Source: an optimization exercise on an open RTL-to-GDS flow (aim: small area). Production flows keep margins and buffers that such runs may drop. Function was checked by simulation only, so behaviour that the tests miss may differ from the original. Power figures rest on the tool's default switching activity, not on a simulated workload.

## v6
==> flow/design.v <==
`timescale 1ns / 1ps
module main_proj (
input clk,sw0,sw1,bgreen1,bgreen2,byellow1,byellow2,set,rst,run,
output [7:0] seg1,
output [7:0] seg2,
output [2:0] traffic1,traffic2,
output outyl1,outyl2,
output train1,train2);
reg [4:0] m25;
reg [2:0] ph;
wire m_nz = |m25;
always @(posedge clk) begin
  if (rst) begin
    m25 <= 5'd0;
    ph  <= 3'd7;
  end else begin
    m25 <= m_nz ? m25 - 5'd1 : 5'd24;
    if (~m_nz) ph <= ph + 3'd1;
  end
end
wire tick     = ~m_nz & ph[1] & ph[0];       
wire clk_2hz  = ~ph[0];                      
wire clk_05hz = ~ph[2];                      
wire en = rst | tick;
assign outyl1 = sw0 & clk_05hz;
assign outyl2 = sw0 & clk_05hz;
assign train1 = sw1 & clk_2hz;
assign train2 = sw1 & ~clk_2hz;
reg [7:0] G, Y;
wire yinc = byellow1;
wire ydec = ~byellow1 & byellow2;
wire ginc = ~byellow1 & ~byellow2 & bgreen1;
wire gdec = ~byellow1 & ~byellow2 & ~bgreen1 & bgreen2;
wire step = en & ~rst & set;
wire yi = step & (yinc | ydec), yd = step & ydec;
wire gi = step & (ginc | gdec), gd = step & gdec;
always @(posedge clk) begin
  if (rst) begin
    Y <= 8'd3;
    G <= 8'd7;
  end else begin
    Y <= Y + {{7{yd}}, yi};
    G <= G + {{7{gd}}, gi};
  end
end
wire gz = ~|G[7:1], yz = ~|Y[7:1];
wire g0 = gz & ~G[0], g1 = gz & G[0], g255 = &G;
wire y0 = yz & ~Y[0], y1 = yz & Y[0], y255 = &Y;
wire geqy = (G == Y);
localparam TG = 2'd0, TY = 2'd1, TS = 2'd2, TD = 2'd3;
reg [7:0] c1, c2;
reg [1:0] t1, t2;
wire c1_big = |c1[7:1];
wire c2_big = |c2[7:1];
wire c1_100 = (c1 == 8'd100), c1_88 = (c1 == 8'd88);
wire c2_100 = (c2 == 8'd100), c2_88 = (c2 == 8'd88);
wire [1:0] t1_set = ~set ? TG :
                    ginc ? (y255 ? TS : geqy ? TY : TD) :
                    gdec ? (y1   ? TS : geqy ? TY : TD) : TG;
wire [1:0] t2_set = ~set ? TS :
                    yinc ? (y0 ? TG : g1   ? TY : TD) :
                    ydec ? (y0 ? TG : g255 ? TY : TD) :
                    ginc ? (y1   ? TG : g0 ? TY : TD) :
                    gdec ? (y255 ? TG : g0 ? TY : TD) : TS;
function [1:0] res(input [1:0] t, input y0, input g0, input geqy);
  case (t)
    TG: res = y0 ? 2'd0 : 2'd1;
    TY: res = g0 ? 2'd0 : geqy ? 2'd1 : 2'd2;
    TS: res = 2'd0;
    default: res = 2'd3;
  endcase
endfunction
wire [1:0] r1 = res(t1, y0, g0, geqy);
wire [1:0] r2 = res(t2, y0, g0, geqy);
wire ctl  = ~rst & ~run & ~sw0 & ~set;
wire k1   = en & (rst | run);                  
wire h1   = en & ~rst & ~run & sw0;            
wire dec1 = en & ctl & c1_big & ~(c1_100 | c1_88);
wire cs1  = en & ctl & ~c1_big;                
wire dec2 = en & ctl & c2_big & ~(c2_100 | c2_88);
wire cs2  = en & ctl & ~c2_big;
wire ld1  = en & ~rst & ~run & ~sw0 & (set | c1_big);
wire ld2  = en & ~rst & ~run & ~sw0 & (set | c2_big);
wire a1c  = ~en | dec1;                        
wire a1g  = (ld1 & ~dec1) | (cs1 & (r1 != 2'd1));
wire a1y  = cs1 & (r1 == 2'd1 || r1 == 2'd2);
wire a1i  = cs1 & (r1 == 2'd3);
wire [7:0] L1 = (a1c ? c1 : a1g ? G : 8'd0) + (dec1 ? 8'hFF : a1y ? Y : 8'd0) + {7'd0, a1i};
wire a2c  = ~en | dec2;
wire a2g  = (ld2 & ~dec2) | (cs2 & (r2 != 2'd1));
wire a2y  = (ld2 & ~dec2) | (cs2 & (r2 != 2'd0));
wire a2i  = cs2 & (r2 == 2'd3);
wire [7:0] L2 = (a2c ? c2 : a2g ? G : 8'd0) + (dec2 ? 8'hFF : a2y ? Y : 8'd0) + {7'd0, a2i};
always @(posedge clk) begin
  c1 <= k1 ? 8'd88 : h1 ? 8'd100 : L1;
  c2 <= k1 ? 8'd88 : h1 ? 8'd100 : L2;
end
always @(posedge clk) if (en) begin
  if (rst) begin
    t1 <= TG; t2 <= TS;
  end else if (run | sw0 | set) begin
    t1 <= t1_set; t2 <= t2_set;
  end else begin
    if (~c1_big)
      case (r1)
        2'd1: t1 <= TY;
        2'd2: t1 <= TS;
        default: t1 <= TG;
      endcase
    if (~c2_big)
      case (r2)
        2'd0: t2 <= TG;
        2'd1: t2 <= TY;
        default: t2 <= TS;
      endcase
  end
end
function [7:0] disp(input [7:0] c);
  reg [4:0] v;
  begin
    v = c[4:0];
    if (c == 8'd100) disp = 8'hAA;
    else if (c == 8'd88) disp = 8'h88;
    else if (c[7:5] != 3'd0 || v == 5'd31 || v < 5'd2) disp = 8'h01;
    else if (v >= 5'd30) disp = {4'd3, 4'd0};
    else if (v >= 5'd20) disp = {4'd2, v[3:0] - 4'd4};
    else if (v >= 5'd10) disp = {4'd1, v[3:0] - 4'd10};
    else disp = {4'd0, v[3:0]};
  end
endfunction
assign seg1 = disp(c1);
assign seg2 = disp(c2);
reg st_on;
reg [1:0] st, ns;
reg [7:0] fc;
wire [7:0] tgt = st[0] ? Y : G;
wire lt = fc < tgt;
always @(posedge clk) if (en) begin
  st_on <= ~(rst | run | set | sw0);
  st <= ns;
  if (~st_on) ns <= 2'd0;
  else if (~lt) ns <= st + 2'd1;
end
wire f_ld = en & ~(st_on & lt);
always @(posedge clk)
  fc <= f_ld ? {~st_on, st_on} : fc + {7'd0, en & st_on & lt};
assign traffic1 = {st_on & ~st[1], 1'b0, st_on & (st[1] | st[0])};
assign traffic2 = {st_on & st[1], 1'b0, st_on & (~st[1] | st[0])};
endmodule
clock: 8.0 ns
lec_check: 0
cap_margin: 0
core_margin: 2
core_utilization: 40
gpl_timing_driven: 0
slew_margin: 0
standard.sh (not shown) runs the stock make flow with config.mk's settings and CLKGATE_MAP_FILE= SYNTH_SCRIPT=/design/flow/synth_recipe.tcl, a recipe that flattens the netlist after the stock synthesis.
==> flow/flow/run.sh <==
#!/bin/bash
# Own layout flow.
# 1. the standard synthesis (standard.sh synth), unchanged.
# 2. Its combinational logic re-mapped by ABC with five area scripts (one plain, four deepsyn
#    seeds); every register instance is kept as it is. Each result is proven equal to the
#    standard netlist (Yosys equiv, registers paired by name) and the smallest is kept; if none
#    passes, the standard netlist is used.
# 3. The standard layout steps (standard.sh finish) with buf_1 port buffers, one tie cell for
#    the constant outputs, and a clock tree without dummy loads.
# Each tool's output goes to its own log file in this folder.
set -euo pipefail
here=$(pwd)
YOSYS=$(command -v yosys || echo "$FLOW_HOME/../tools/install/yosys/bin/yosys")
R=$here/orfs/results/$FLOW_PLATFORM/main_proj/base
LIB=$FLOW_HOME/platforms/$FLOW_PLATFORM/lib/sky130_fd_sc_hd__tt_025C_1v80.lib

bash standard.sh synth > $here/1_standard_synth.log 2>&1
cp $R/1_2_yosys.v $here/1_2_yosys_standard.v
export RESYN_LIB=$LIB RESYN_IN=$here/1_2_yosys_standard.v

for c in a s1 s2 s3 s4; do
  ( export RESYN_OUT=$here/1_2_yosys_resyn_$c.v RESYN_ABC=$here/flow/abc_$c.scr RESYN_AREA=$here/area_$c.txt
    if "$YOSYS" -c $here/flow/resyn.tcl > $here/2_resyn_$c.log 2>&1 && \
       "$YOSYS" -c $here/flow/eqv.tcl > $here/3_resyn_equiv_$c.log 2>&1 && \
       "$YOSYS" -c $here/flow/area.tcl > $here/3_area_$c.log 2>&1; then
      echo ok > $here/resyn_ok_$c
    fi ) &
done
wait

best=""; bestarea=""
for c in a s1 s2 s3 s4; do
  [[ -f $here/resyn_ok_$c ]] || continue
  a=$(grep -oE "Chip area for module '.main_proj': [0-9.]+" $here/area_$c.txt | awk '{print $NF}')
  [[ -n "$a" ]] || continue
  if [[ -z "$bestarea" ]] || awk -v x="$a" -v y="$bestarea" 'BEGIN{exit !(x<y)}'; then best=$c; bestarea=$a; fi
done
if [[ -n "$best" ]]; then
  cp $here/1_2_yosys_resyn_$best.v $R/1_2_yosys.v
  echo "using re-mapped netlist $best ($bestarea um2)" > $here/resyn_choice.txt
else
  echo "using standard netlist" > $here/resyn_choice.txt
fi
rm -f $R/1_synth.odb $R/1_synth.sdc
touch $R/1_2_yosys.v

bash standard.sh finish \
  "BUFFER_PORTS_ARGS=-buffer_cell sky130_fd_sc_hd__buf_1" \
  "CTS_ARGS=-sink_clustering_enable -repair_clock_nets -dont_use_dummy_load -buf_list sky130_fd_sc_hd__clkbuf_4" \
  "SKIP_REPAIR_TIE_FANOUT=1" \
  > $here/4_standard_finish.log 2>&1
Other scripts of this flow, unchanged in this note and not shown: flow/flow/abc_a.scr, flow/flow/abc_s1.scr, flow/flow/abc_s2.scr, flow/flow/abc_s3.scr, flow/flow/abc_s4.scr, flow/flow/area.tcl, flow/flow/eqv.tcl, flow/flow/resyn.tcl
v6 | status: complete | timing, DRC, antenna: pass
#### Input delta (v7 over v6)
--- a/flow/design.v
+++ b/flow/design.v
@@ -8,20 +8,21 @@
 output train1,train2);
 reg [4:0] m25;
 reg [2:0] ph;
 wire m_nz = |m25;
+wire m_last = m25[4] & m25[3];           
 always @(posedge clk) begin
   if (rst) begin
     m25 <= 5'd0;
-    ph  <= 3'd7;
+    ph  <= 3'd0;
   end else begin
-    m25 <= m_nz ? m25 - 5'd1 : 5'd24;
-    if (~m_nz) ph <= ph + 3'd1;
+    m25 <= m_last ? 5'd0 : m25 + 5'd1;
+    if (m_last) ph <= ph + 3'd1;
   end
 end
-wire tick     = ~m_nz & ph[1] & ph[0];       
-wire clk_2hz  = ~ph[0];                      
-wire clk_05hz = ~ph[2];                      
+wire tick     = ~m_nz & ~ph[1] & ~ph[0];          
+wire clk_2hz  = ph[0] ^ m_nz;                     
+wire clk_05hz = ph[2] ^ (ph[1] | ph[0] | m_nz);   
 wire en = rst | tick;
 assign outyl1 = sw0 & clk_05hz;
 assign outyl2 = sw0 & clk_05hz;
 assign train1 = sw1 & clk_2hz;
--- outcome ---
v7: worst-case hold slack lower than v6. v7 vs v6: starting DRC count in detailed routing down by more than 10%. v7 ends up with a final routed wirelength across all metal layers that is 110 um lower than in v6. v7: part of the power in the clock network higher than v6. Changes observed in v7 relative to v6: setup slack down 0.62 ns, combinational cell fraction of total power down 15 points, via count down 91, maximum frequency down 13 MHz.

[re-timing with driven ports]
The flow's constraints put no driver on any port. The routed layouts listed below were extracted and timed again, unchanged, in two steps. Step 1, drivers: a clkbuf_16 drives clk and a buf_2 each remaining input, both assumed. Step 2 moves the port delays by t, midway between the first and last clock arrival at a register: inputs arrive t later, outputs are due t later. That takes back most of the time a late clock gives input paths. Three values: ideal ports, drivers, drivers and shift; two values: the first two.
| run | t, ns | setup slack, ns | hold WS [ns] |
|---|---|---|---|
| v6 | 0.427 | 1.517 / 1.529 / 1.101 | 0.433 / 0.433 / 0.433 |
| v7 | 0.429 | 0.900 / 0.912 / 0.483 | 0.426 / 0.426 / 0.426 |
After both steps every run listed still meets setup and hold. For v7, which loses most, drivers alone change the setup slack by +0.012 ns; drivers and shift together by -0.417 ns.
